Source: an optimization exercise on an open RTL-to-GDS flow (aim: small area and a short achievable clock period). Production flows keep margins and buffers that such runs may drop. The RTL was checked by simulation tests, not by an equivalence proof against the original design. Power figures rest on the tool's default switching activity, not on a simulated workload.

==> inputs of 08-21 <==
## controller
module controller (clock, reset,
	imem_addr, imem_data,
	dmem_en, dmem_we, dmem_addr, dmem_wdata, dmem_rdata,
	rf_we, rf_waddr, rf_wdata);
input wire clock;
input wire reset;
output wire [15:0] imem_addr;
input wire [15:0] imem_data;
output wire dmem_en, dmem_we;
output wire [15:0] dmem_addr, dmem_wdata;
input wire [15:0] dmem_rdata;
output wire rf_we;
output wire [2:0] rf_waddr;
output wire [15:0] rf_wdata;
reg [15:0] PC;
reg [15:0] IR_FD, PC_FD;
reg flush_FD;
reg [15:0] tgt_DR;    
reg [2:0] Rs1_DR, Rs2_DR, Rd_DR;
reg [5:0] ALU_op_DR;
reg [8:0] Imm9_DR;
reg R7_dest_DR, flush_DR, load_DR, store_DR, LM_DR, SM_DR;
reg ALU_MuxA_DR;
reg [2:0] ALU_MuxB_DR;
reg a1_ctrl, a3_ctrl_DR;
reg [2:0] reg_efct_DR;
reg [1:0] jump_DR;
reg rf4_wr_en;
reg [15:0] rf4;
reg [15:0] tgt_RE, A0_RE, T2;    
reg [2:0] Rs1_RE, Rs2_RE, Rd_RE;
reg flush_RE, load_RE, R7_dest_RE, LM_RE, SM_RE, store_RE, a3_ctrl_RE;
reg [8:0] Imm9_RE;
reg [15:0] B0_RE;    
reg [5:0] ALU_op_RE;
reg [1:0] jump_RE;
reg [2:0] reg_efct_RE;
reg WB_en_EM;
reg [15:0] T2_dash, T3;
reg [2:0] Rd_EM;
reg LM_EM, SM_EM, flush_EM, R7_dest_EM, load_EM, store_EM, a3_ctrl_EM;
reg [2:0] reg_efct_EM;
reg [8:0] Imm9_EM;
reg [15:0] rf3, mdr;    
reg [2:0] Rd_MW;
reg R7_dest_MW, load_MW, flush_MW, LM_MW;
reg rf3_wr_en, mem_en, mem_we;
reg pEM_A, pEM_B, pMW_A, pMW_B, pHaz;
reg [15:0] alu_res_q, RF2_q;
reg alu_c_q, alu_z_q;
reg T2_dash_ctrl_q;
reg FD_en_q, DR_en_q, RE_en_q, EM_en_q;
reg [15:0] regs [0:7];
reg [7:0] rvalid;
wire [3:0] opFD = IR_FD[15:12];
assign rf_we = rf3_wr_en;
assign rf_waddr = Rd_MW;
assign rf_wdata = rf3;
wire cEM_A = pEM_A && !flush_RE;
wire cEM_B = pEM_B && !flush_RE;
wire cMW_A = pMW_A && !flush_RE;
wire cMW_B = pMW_B && !flush_RE;
wire fA_MW = cMW_A;
wire fA_EM = cEM_A && !cMW_A && !(store_RE && flush_MW);
wire fB_MW = !store_RE && cMW_B;
wire fB_EM = !store_RE && cEM_B && !cMW_B;
reg T2_dash_ctrl;
always @(*) begin
	T2_dash_ctrl = T2_dash_ctrl_q;
  ...
Settings: LEC_CHECK=0, ABC_AREA=1, CAP_MARGIN=20, CORE_MARGIN=2, CORE_UTILIZATION=40, CTS_BUF_LIST=sky130_fd_sc_hd__clkbuf_16, CTS_CLUSTER_DIAMETER=80, CTS_CLUSTER_SIZE=25, SETUP_SLACK_MARGIN=5, SLEW_MARGIN=20; clock period 9.0 ns.
standard.sh (not shown) runs the stock make flow with config.mk's settings and CLKGATE_MAP_FILE= SYNTH_SCRIPT=/design/flow/synth_recipe.tcl, a recipe that flattens the netlist after the stock synthesis.
==> flow/flow/run.sh <==
#!/bin/bash
set -euo pipefail
MARGIN=5.8
grep -q 'SETUP_SLACK_MARGIN=5 ' standard.sh
sed "s/SETUP_SLACK_MARGIN=5 /SETUP_SLACK_MARGIN=$MARGIN /" standard.sh > standard_margin.sh
grep -q "SETUP_SLACK_MARGIN=$MARGIN " standard_margin.sh
bash standard_margin.sh \
  "CTS_ARGS=-sink_clustering_enable -repair_clock_nets -sink_clustering_size 25 -sink_clustering_max_diameter 80 -buf_list sky130_fd_sc_hd__clkbuf_16 -dont_use_dummy_load" \
  "BUFFER_PORTS_ARGS=-buffer_cell sky130_fd_sc_hd__buf_1" \
  finish > standard_margin.log 2>&1
test -f out/final.def
==> 06-11: changes against 08-21 <==
--- a/flow/design.v
+++ b/flow/design.v
@@ -52,22 +52,19 @@
 reg FD_en_q, DR_en_q, RE_en_q, EM_en_q;
 reg [15:0] regs [0:7];
 reg [7:0] rvalid;
 wire [3:0] opFD = IR_FD[15:12];
 assign rf_we = rf3_wr_en;
 assign rf_waddr = Rd_MW;
 assign rf_wdata = rf3;
-wire cEM_A = pEM_A && !flush_RE;
-wire cEM_B = pEM_B && !flush_RE;
-wire cMW_A = pMW_A && !flush_RE;
-wire cMW_B = pMW_B && !flush_RE;
-wire fA_MW = cMW_A;
-wire fA_EM = cEM_A && !cMW_A && !(store_RE && flush_MW);
-wire fB_MW = !store_RE && cMW_B;
-wire fB_EM = !store_RE && cEM_B && !cMW_B;
+wire cEM_A = pEM_A;
+wire cEM_B = pEM_B;
+wire cMW_A = pMW_A;
+wire cMW_B = pMW_B;
+reg fA_MW, fA_EM, fB_MW, fB_EM;
 reg T2_dash_ctrl;
 always @(*) begin
 	T2_dash_ctrl = T2_dash_ctrl_q;
 	if (store_RE) begin
 		if (cEM_B) T2_dash_ctrl = 1;
 		if (cEM_A) T2_dash_ctrl = 0;
 		if (!flush_MW && !flush_RE) begin
@@ -178,15 +175,16 @@
 wire vbit_LM = LM_act && |Imm9_EM[7:0];
 wire vbit_SM = SM_act && |IR_FD[7:0];
 wire [2:0] LM_addr = LM_act ? penc_addr(Imm9_EM) : 3'd0;
 wire [2:0] SM_addr = SM_act ? penc_addr(IR_FD[8:0]) : 3'd0;
 wire [8:0] LM_next = LM_act ? penc_clr(Imm9_EM) : 9'd0;
 wire [8:0] SM_next = SM_act ? penc_clr(IR_FD[8:0]) : 9'd0;
 wire B1 = R7_dest_MW && load_MW && !flush_MW;
-wire B2 = !flush_RE && jump_RE == 2'b00 && zero_flag;
+wire B2_early = !flush_RE && jump_RE == 2'b00;
+wire B2 = B2_early && zero_flag;
 wire B3 = R7_dest_RE && !load_RE && !flush_RE && jump_RE == 2'b11;
 wire B4 = !flush_DR && jump_DR == 2'b10;
 wire B5 = !flush_FD && opFD == 4'b1000;
 wire hazEM = pHaz;
 wire S1 = hazEM && !flush_EM && !flush_RE;
 wire S2 = hazEM && flush_EM && !flush_RE;
 wire LM_RE_act = !flush_RE && LM_RE;
@@ -237,23 +235,24 @@
 wire [2:0] a2 = Rs2_DR;
 wire [15:0] rd1 = rvalid[a1] ? regs[a1] : 16'b0;
 wire [15:0] rd2 = rvalid[a2] ? regs[a2] : 16'b0;
 wire wr_hit1 = rf3_wr_en && (Rd_MW == a1);
 wire wr_hit2 = rf3_wr_en && (Rd_MW == a2);
 wire [15:0] rf1 = !wr_hit1 ? rd1 : (a1 != 3'd7) ? rf3 : rf4;
 wire [15:0] rf2 = !wr_hit2 ? rd2 : (a2 != 3'd7) ? rf3 : (a1 == 3'd7) ? rf4 : RF2_q;
-reg [15:0] PC_next;
+reg [15:0] PC_other;
 always @(*) begin
-	if (B1) PC_next = edbout;
-	else if (B2) PC_next = beq_target;
-	else if (B3) PC_next = aluOut;
-	else if (B4) PC_next = rf2;
-	else if (B5) PC_next = jal_target;
-	else PC_next = PC + 16'd1;
+	if (B1) PC_other = edbout;
+	else if (B3) PC_other = aluOut;
+	else if (B4) PC_other = rf2;
+	else if (B5) PC_other = jal_target;
+	else PC_other = PC + 16'd1;
 end
+wire [15:0] PC_hold = PC_en ? PC_other : PC;
+wire sel_beq = PC_en && !B1 && B2_early && zero_flag;
 assign imem_addr = PC;
 assign dmem_en = mem_en;
 assign dmem_we = mem_we;
 assign dmem_addr = T3;
 assign dmem_wdata = T2_dash;
 wire [8:0] imm9FDout = imm9FDctrl ? SM_next : imem_data[8:0];
 wire [8:0] imm9EMout = imm9EMctrl ? LM_next : Imm9_RE;
@@ -269,14 +268,20 @@
 wire n_load_EM = EM_en ? load_RE : load_EM;
 wire n_store_EM = EM_en ? store_RE : store_EM;
 wire n_LM_EM = EM_en ? LM_RE : LM_EM;
 wire [2:0] n_eff_EM = EM_en ? reg_efct_RE : reg_efct_EM;
 wire n_fEM = (EM_en || S1) ? flush_EM_wire : flush_EM;
 wire [2:0] n_Rd_MW = a3_ctrl_EM ? Rd_EM : LM_addr;
 wire n_fMW = flush_MW_wire;
+wire n_fRE = (RE_en || LM_RE_act) ? flush_RE_wire : flush_RE;
+wire n_store_RE = RE_en ? store_DR : store_RE;
+wire n_pEM_A = n_eff_EM[0] && n_eff_RE[2] && (n_Rs1_RE == n_Rd_EM) && !n_load_EM && !n_fEM && !n_fRE;
+wire n_pEM_B = n_eff_EM[0] && n_eff_RE[1] && (n_Rs2_RE == n_Rd_EM) && !n_load_EM && !n_fEM && !n_fRE;
+wire n_pMW_A = reg_efct_EM[0] && n_eff_RE[2] && (n_Rs1_RE == n_Rd_MW) && load_EM && !n_fMW && !n_fRE;
+wire n_pMW_B = reg_efct_EM[0] && n_eff_RE[1] && (n_Rs2_RE == n_Rd_MW) && load_EM && !n_fMW && !n_fRE;
 always @(posedge clock) begin
 	if (rf3_wr_en) regs[Rd_MW] <= rf3;
 	if (rf4_wr_en && Rd_MW != 3'd7) regs[7] <= rf4;
 	if (reset) rvalid <= 8'b0;
 	else begin
 		if (rf3_wr_en) rvalid[Rd_MW] <= 1'b1;
 		if (rf4_wr_en && Rd_MW != 3'd7) rvalid[7] <= 1'b1;
@@ -318,23 +323,24 @@
 		LM_EM <= 0; SM_EM <= 0; flush_EM <= 1; R7_dest_EM <= 0; load_EM <= 0; store_EM <= 0;
 		a3_ctrl_EM <= 0; reg_efct_EM <= 3'b0; Imm9_EM <= 9'b0;
 		mdr <= 16'b0; Rd_MW <= 3'b0;
 		R7_dest_MW <= 0; load_MW <= 0; flush_MW <= 1;
 		LM_MW <= 0;
 		rf3_wr_en <= 0; mem_en <= 0; mem_we <= 0;
 		pEM_A <= 0; pEM_B <= 0; pMW_A <= 0; pMW_B <= 0; pHaz <= 0;
+		fA_MW <= 0; fA_EM <= 0; fB_MW <= 0; fB_EM <= 0;
 		alu_c_q <= 0; alu_z_q <= 0;
 		T2_dash_ctrl_q <= 0;
 		FD_en_q <= 1; DR_en_q <= 1; RE_en_q <= 1; EM_en_q <= 1;
 	end
 	else begin
 		alu_c_q <= carry_flag; alu_z_q <= zero_flag;
 		T2_dash_ctrl_q <= T2_dash_ctrl;
 		FD_en_q <= FD_en; DR_en_q <= DR_en; RE_en_q <= RE_en; EM_en_q <= EM_en;
-		if (PC_en) PC <= PC_next;
+		PC <= sel_beq ? beq_target : PC_hold;
 		if (FD_en) begin
 			PC_FD <= PC;
 			IR_FD[15:9] <= imem_data[15:9];
 			IR_FD[8:0] <= imm9FDout;
 			flush_FD <= flush_FD_wire;
 		end
 		else if (opFD == 4'b0111) begin
@@ -459,17 +465,16 @@
 				a1_ctrl <= 1; LM_DR <= 0; SM_DR <= 0; store_DR <= 0;
 				reg_efct_DR <= 3'b101; jump_DR <= 2'b10;
 			end
 			default: ;
 			endcase
 		end
 		rf4_wr_en <= 1;
-		if (!RE_en && LM_RE_act) flush_RE <= flush_RE_wire;
+		flush_RE <= n_fRE;
 		if (RE_en) begin
-			flush_RE <= flush_RE_wire;
 			a3_ctrl_RE <= a3_ctrl_DR;
 			Imm9_RE <= Imm9_DR;
 			load_RE <= load_DR;
 			R7_dest_RE <= R7_dest_DR;
 			LM_RE <= LM_DR;
 			SM_RE <= SM_DR;
 			store_RE <= store_DR;
@@ -505,16 +510,20 @@
 		load_MW <= load_EM;
 		flush_EM <= n_fEM;
 		flush_MW <= n_fMW;
 		Rd_MW <= n_Rd_MW;
 		rf3_wr_en <= WB_en_EM && (n_LM_EM ? !n_fEM : !n_fMW);
 		mem_en <= (n_load_EM || n_store_EM) && !n_fEM;
 		mem_we <= n_store_EM && !n_fEM;
-		pEM_A <= n_eff_EM[0] && n_eff_RE[2] && (n_Rs1_RE == n_Rd_EM) && !n_load_EM && !n_fEM;
-		pEM_B <= n_eff_EM[0] && n_eff_RE[1] && (n_Rs2_RE == n_Rd_EM) && !n_load_EM && !n_fEM;
-		pMW_A <= reg_efct_EM[0] && n_eff_RE[2] && (n_Rs1_RE == n_Rd_MW) && load_EM && !n_fMW;
-		pMW_B <= reg_efct_EM[0] && n_eff_RE[1] && (n_Rs2_RE == n_Rd_MW) && load_EM && !n_fMW;
+		pEM_A <= n_pEM_A;
+		pEM_B <= n_pEM_B;
+		pMW_A <= n_pMW_A;
+		pMW_B <= n_pMW_B;
+		fA_MW <= n_pMW_A;
+		fA_EM <= n_pEM_A && !n_pMW_A && !(n_store_RE && n_fMW);
+		fB_MW <= !n_store_RE && n_pMW_B;
+		fB_EM <= !n_store_RE && n_pEM_B && !n_pMW_B;
 		pHaz <= n_eff_EM[0] && n_load_EM && ((n_eff_RE[2] && n_Rs1_RE == n_Rd_EM) || (n_eff_RE[1] && n_Rs2_RE == n_Rd_EM));
 		LM_MW <= LM_EM;
 	end
 end
 endmodule
==> flow/flow/run.sh (replaced) <==
#!/bin/bash
set -euo pipefail
MARGIN=5.7
grep -q 'SETUP_SLACK_MARGIN=5 ' standard.sh
sed "s/SETUP_SLACK_MARGIN=5 /SETUP_SLACK_MARGIN=$MARGIN /" standard.sh > standard_margin.sh
grep -q "SETUP_SLACK_MARGIN=$MARGIN " standard_margin.sh
bash standard_margin.sh \
  "CTS_ARGS=-sink_clustering_enable -repair_clock_nets -sink_clustering_size 25 -sink_clustering_max_diameter 80 -buf_list sky130_fd_sc_hd__clkbuf_16 -dont_use_dummy_load" \
  "BUFFER_PORTS_ARGS=-buffer_cell sky130_fd_sc_hd__buf_1" \
  finish > standard_margin.log 2>&1
test -f out/final.def
==> 05-02: changes against 08-21 <==
--- a/flow/design.v
+++ b/flow/design.v
@@ -23,19 +23,20 @@
 reg ALU_MuxA_DR;
 reg [2:0] ALU_MuxB_DR;
 reg a1_ctrl, a3_ctrl_DR;
 reg [2:0] reg_efct_DR;
 reg [1:0] jump_DR;
 reg rf4_wr_en;
 reg [15:0] rf4;
-reg [15:0] tgt_RE, A0_RE, T2;    
+reg [15:0] tgt_RE, T1, T2;    
 reg [2:0] Rs1_RE, Rs2_RE, Rd_RE;
 reg flush_RE, load_RE, R7_dest_RE, LM_RE, SM_RE, store_RE, a3_ctrl_RE;
 reg [8:0] Imm9_RE;
-reg [15:0] B0_RE;    
+reg ALU_MuxA_RE;
+reg [2:0] ALU_MuxB_RE;
 reg [5:0] ALU_op_RE;
 reg [1:0] jump_RE;
 reg [2:0] reg_efct_RE;
 reg WB_en_EM;
 reg [15:0] T2_dash, T3;
 reg [2:0] Rd_EM;
 reg LM_EM, SM_EM, flush_EM, R7_dest_EM, load_EM, store_EM, a3_ctrl_EM;
@@ -73,25 +74,24 @@
 		if (!flush_MW && !flush_RE) begin
 			if (cMW_B) T2_dash_ctrl = 1;
 			if (cMW_A) T2_dash_ctrl = 0;
 		end
 		else T2_dash_ctrl = 0;
 	end
 end
-wire [15:0] aluA0 = A0_RE;
+wire [15:0] aluA0 = ALU_MuxA_RE ? T1 : 16'b0;
 wire [15:0] se79 = {{7{Imm9_RE[8]}}, Imm9_RE};
-wire [15:0] aluB0 = B0_RE;
-reg [15:0] n_B0;
+reg [15:0] aluB0;
 always @(*) begin
-	case (ALU_MuxB_DR)
-	3'b000: n_B0 = 16'd1;
-	3'b001: n_B0 = {Imm9_DR, 7'b0};
-	3'b010: n_B0 = {{7{Imm9_DR[8]}}, Imm9_DR};
-	3'b011: n_B0 = rf2;
-	default: n_B0 = 16'b0;
+	case (ALU_MuxB_RE)
+	3'b000: aluB0 = 16'd1;
+	3'b001: aluB0 = {Imm9_RE, 7'b0};
+	3'b010: aluB0 = se79;
+	3'b011: aluB0 = T2;
+	default: aluB0 = 16'b0;
 	endcase
 end
 wire [15:0] A = fA_MW ? mdr : fA_EM ? T3 : aluA0;
 wire [15:0] B = fB_MW ? mdr : fB_EM ? T3 : aluB0;
 wire [5:0] op = ALU_op_RE;
 function [16:0] fast_add;
 	input [15:0] a, b;
@@ -225,16 +225,15 @@
 always @(*) begin
 	case (opFD)
 	4'b0001, 4'b0100, 4'b0101: n_Imm9_DR = {IR_FD[5], IR_FD[5], IR_FD[5], IR_FD[5:0]};
 	4'b0011, 4'b0110, 4'b0111, 4'b1100, 4'b1000, 4'b1001: n_Imm9_DR = IR_FD[8:0];
 	default: n_Imm9_DR = Imm9_DR;
 	endcase
 end
-wire [15:0] jal_target = PC_FD + {{7{IR_FD[8]}}, IR_FD[8:0]};
-wire [15:0] n_tgt_DR = PC_FD + {{7{n_Imm9_DR[8]}}, n_Imm9_DR};
+wire [15:0] jal_target = PC_FD + {{7{n_Imm9_DR[8]}}, n_Imm9_DR};
 wire [15:0] beq_target = tgt_RE;
 wire [15:0] edbout = mem_en ? dmem_rdata : mdr;
 wire [2:0] a1 = a1_ctrl ? Rs1_DR : 3'd7;
 wire [2:0] a2 = Rs2_DR;
 wire [15:0] rd1 = rvalid[a1] ? regs[a1] : 16'b0;
 wire [15:0] rd2 = rvalid[a2] ? regs[a2] : 16'b0;
 wire wr_hit1 = rf3_wr_en && (Rd_MW == a1);
@@ -282,20 +281,19 @@
 		if (rf4_wr_en && Rd_MW != 3'd7) rvalid[7] <= 1'b1;
 	end
 end
 always @(posedge clock) begin
 	rf4 <= PC_FD;
 	alu_res_q <= aluOut;
 	RF2_q <= rf2;
-	if (DR_en) tgt_DR <= n_tgt_DR;
+	if (DR_en) tgt_DR <= jal_target;
 	if (RE_en) begin
 		tgt_RE <= tgt_DR;
-		A0_RE <= ALU_MuxA_DR ? rf1 : 16'b0;
+		T1 <= rf1;
 		T2 <= rf2;
-		B0_RE <= n_B0;
 	end
 	if ((!EM_en && LM_act) || (SM_EM && !flush_EM) || EM_en) T3 <= T3_in;
 	if (EM_en) T2_dash <= T2_dash_in;
 	rf3 <= load_EM ? edbout : T3;
 end
 always @(posedge clock) begin
 	if (reset) begin
@@ -307,15 +305,15 @@
 		R7_dest_DR <= 0; load_DR <= 0; store_DR <= 0; LM_DR <= 0; SM_DR <= 0;
 		ALU_MuxA_DR <= 0; ALU_MuxB_DR <= 3'b0; a1_ctrl <= 0; a3_ctrl_DR <= 0;
 		reg_efct_DR <= 3'b0; jump_DR <= 2'b11;
 		rf4_wr_en <= 0; 
 		flush_RE <= 1;
 		Rs1_RE <= 3'b0; Rs2_RE <= 3'b0; Rd_RE <= 3'b0;
 		load_RE <= 0; R7_dest_RE <= 0; LM_RE <= 0; SM_RE <= 0; store_RE <= 0; a3_ctrl_RE <= 0;
-		Imm9_RE <= 9'b0; ALU_op_RE <= 6'b000011;
+		Imm9_RE <= 9'b0; ALU_MuxA_RE <= 0; ALU_MuxB_RE <= 3'b0; ALU_op_RE <= 6'b000011;
 		jump_RE <= 2'b11; reg_efct_RE <= 3'b0;
 		WB_en_EM <= 0;
 		Rd_EM <= 3'b0;
 		LM_EM <= 0; SM_EM <= 0; flush_EM <= 1; R7_dest_EM <= 0; load_EM <= 0; store_EM <= 0;
 		a3_ctrl_EM <= 0; reg_efct_EM <= 3'b0; Imm9_EM <= 9'b0;
 		mdr <= 16'b0; Rd_MW <= 3'b0;
 		R7_dest_MW <= 0; load_MW <= 0; flush_MW <= 1;
@@ -472,14 +470,16 @@
 			R7_dest_RE <= R7_dest_DR;
 			LM_RE <= LM_DR;
 			SM_RE <= SM_DR;
 			store_RE <= store_DR;
 			Rs1_RE <= Rs1_DR;
 			Rs2_RE <= Rs2_DR;
 			Rd_RE <= Rd_DR;
+			ALU_MuxA_RE <= ALU_MuxA_DR;
+			ALU_MuxB_RE <= ALU_MuxB_DR;
 			ALU_op_RE <= ALU_op_DR;
 			reg_efct_RE <= reg_efct_DR;
 			jump_RE <= jump_DR;
 		end
 		case (ALU_op_RE[1:0])
 		2'b00: WB_en_EM <= 1;
 		2'b10: WB_en_EM <= alu_c_q;
==> flow/flow/run.sh (replaced) <==
#!/bin/bash
set -euo pipefail
MARGIN=5.5
grep -q 'SETUP_SLACK_MARGIN=5 ' standard.sh
sed "s/SETUP_SLACK_MARGIN=5 /SETUP_SLACK_MARGIN=$MARGIN /" standard.sh > standard_margin.sh
grep -q "SETUP_SLACK_MARGIN=$MARGIN " standard_margin.sh
bash standard_margin.sh \
  "CTS_ARGS=-sink_clustering_enable -repair_clock_nets -sink_clustering_size 25 -sink_clustering_max_diameter 80 -buf_list sky130_fd_sc_hd__clkbuf_16 -dont_use_dummy_load" \
  "BUFFER_PORTS_ARGS=-buffer_cell sky130_fd_sc_hd__buf_1" \
  finish > standard_margin.log 2>&1
test -f out/final.def
==> comparison table <==
Outcome: 06-11 finished clean; 08-21 finished clean; 05-02 finished clean
Reg2reg start: 06-11 pMW_A$_SDFF_PP0_; 08-21 flush_RE$_SDFFE_PP1P_; 05-02 ALU_MuxB_RE[2]$_SDFFE_PP0N_
Wire length of the first global-routing pass: 06-11 135000 um; 08-21 139000 um; 05-02 129000 um
CP endpoint kind: 06-11 primary output; 08-21 flip-flop; 05-02 flip-flop
Final cell utilization of the core: 06-11 44.4%; 08-21 46.3%; 05-02 45.7%
Multi-input gate share of total cell area: 06-11 41.6%; 08-21 41.7%; 05-02 40.6%
Metal2 WL: 06-11 39900 um; 08-21 42100 um; 05-02 38700 um
Worst Tran Pin Value: 06-11 1070 ps; 08-21 1090 ps; 05-02 1100 ps
Routed WL per cell: 06-11 20.8 um; 08-21 22.0 um; 05-02 22.2 um
Starting DRC count in detailed routing: 06-11 2829; 08-21 2794; 05-02 2335
Post-layout net count: 06-11 3611; 08-21 3551; 05-02 3249
Met3 WL post-DR: 06-11 7430 um; 08-21 7900 um; 05-02 8270 um
Critical path startpoint: 06-11 T3[0]$_DFFE_PP_; 08-21 flush_RE$_SDFFE_PP1P_; 05-02 ALU_MuxB_RE[2]$_SDFFE_PP0N_
Max layer used: 06-11 met4; 08-21 met4; 05-02 met5
Final WS setup: 06-11 5650 ps; 08-21 5660 ps; 05-02 5420 ps
Initial Utilization: 06-11 40.3%; 08-21 40.3%; 05-02 40.3%
Area enclosed by the die boundary: 06-11 68200 um^2; 08-21 66800 um^2; 05-02 63900 um^2
Power in combinational cells: 06-11 0.801 mW; 08-21 1.01 mW; 05-02 0.721 mW
Type of the worst setup path: 06-11 flip-flop to primary output; 08-21 flip-flop to flip-flop; 05-02 flip-flop to flip-flop
Register-to-Register Setup Slack: 06-11 5780 ps; 08-21 5660 ps; 05-02 5420 ps
Wire length on met1: 06-11 40100 um; 08-21 41300 um; 05-02 37400 um
Clock latency of the later-clocked register in the worst-skew pair: 06-11 630 ps; 08-21 640 ps; 05-02 620 ps
Largest incremental delay on the critical path: 06-11 500 ps; 08-21 410 ps; 05-02 370 ps

separate check: timing with driven ports:
The flow's constraints put no driver on any port. The routed layouts listed below were extracted and timed again, unchanged, in two steps.
Step 1, drivers: a clkbuf_16 drives clock and a buf_2 each remaining input, both assumed.
Step 2, shift: input delay + t, output delay - t, t = (earliest + latest rising clock arrival at the registers) / 2. This alone moves slack from input paths to output paths.
Three values: no drivers, after step 1, after step 2; two values: the first two.
run | t, ns | slack for setup (ns) | worst setup path after step 2 | clock arrival spread, ns | worst slew at a driven data input, ns
08-21 | 0.666 | 5.658 / 5.658 / 5.187 | input to register | 0.088 / 0.089 | 0.04
06-11 | 0.663 | 5.646 / 5.582 / 5.340 | input to register | 0.052 / 0.053 | 0.04
05-02 | 0.657 | 5.418 / 5.418 / 5.214 | input to register | 0.052 / 0.051 | 0.04
After both steps every run listed still meets setup and hold. The setup slack of 08-21, which loses most, moves by 0.000 ns with the drivers and by -0.471 ns with both steps.
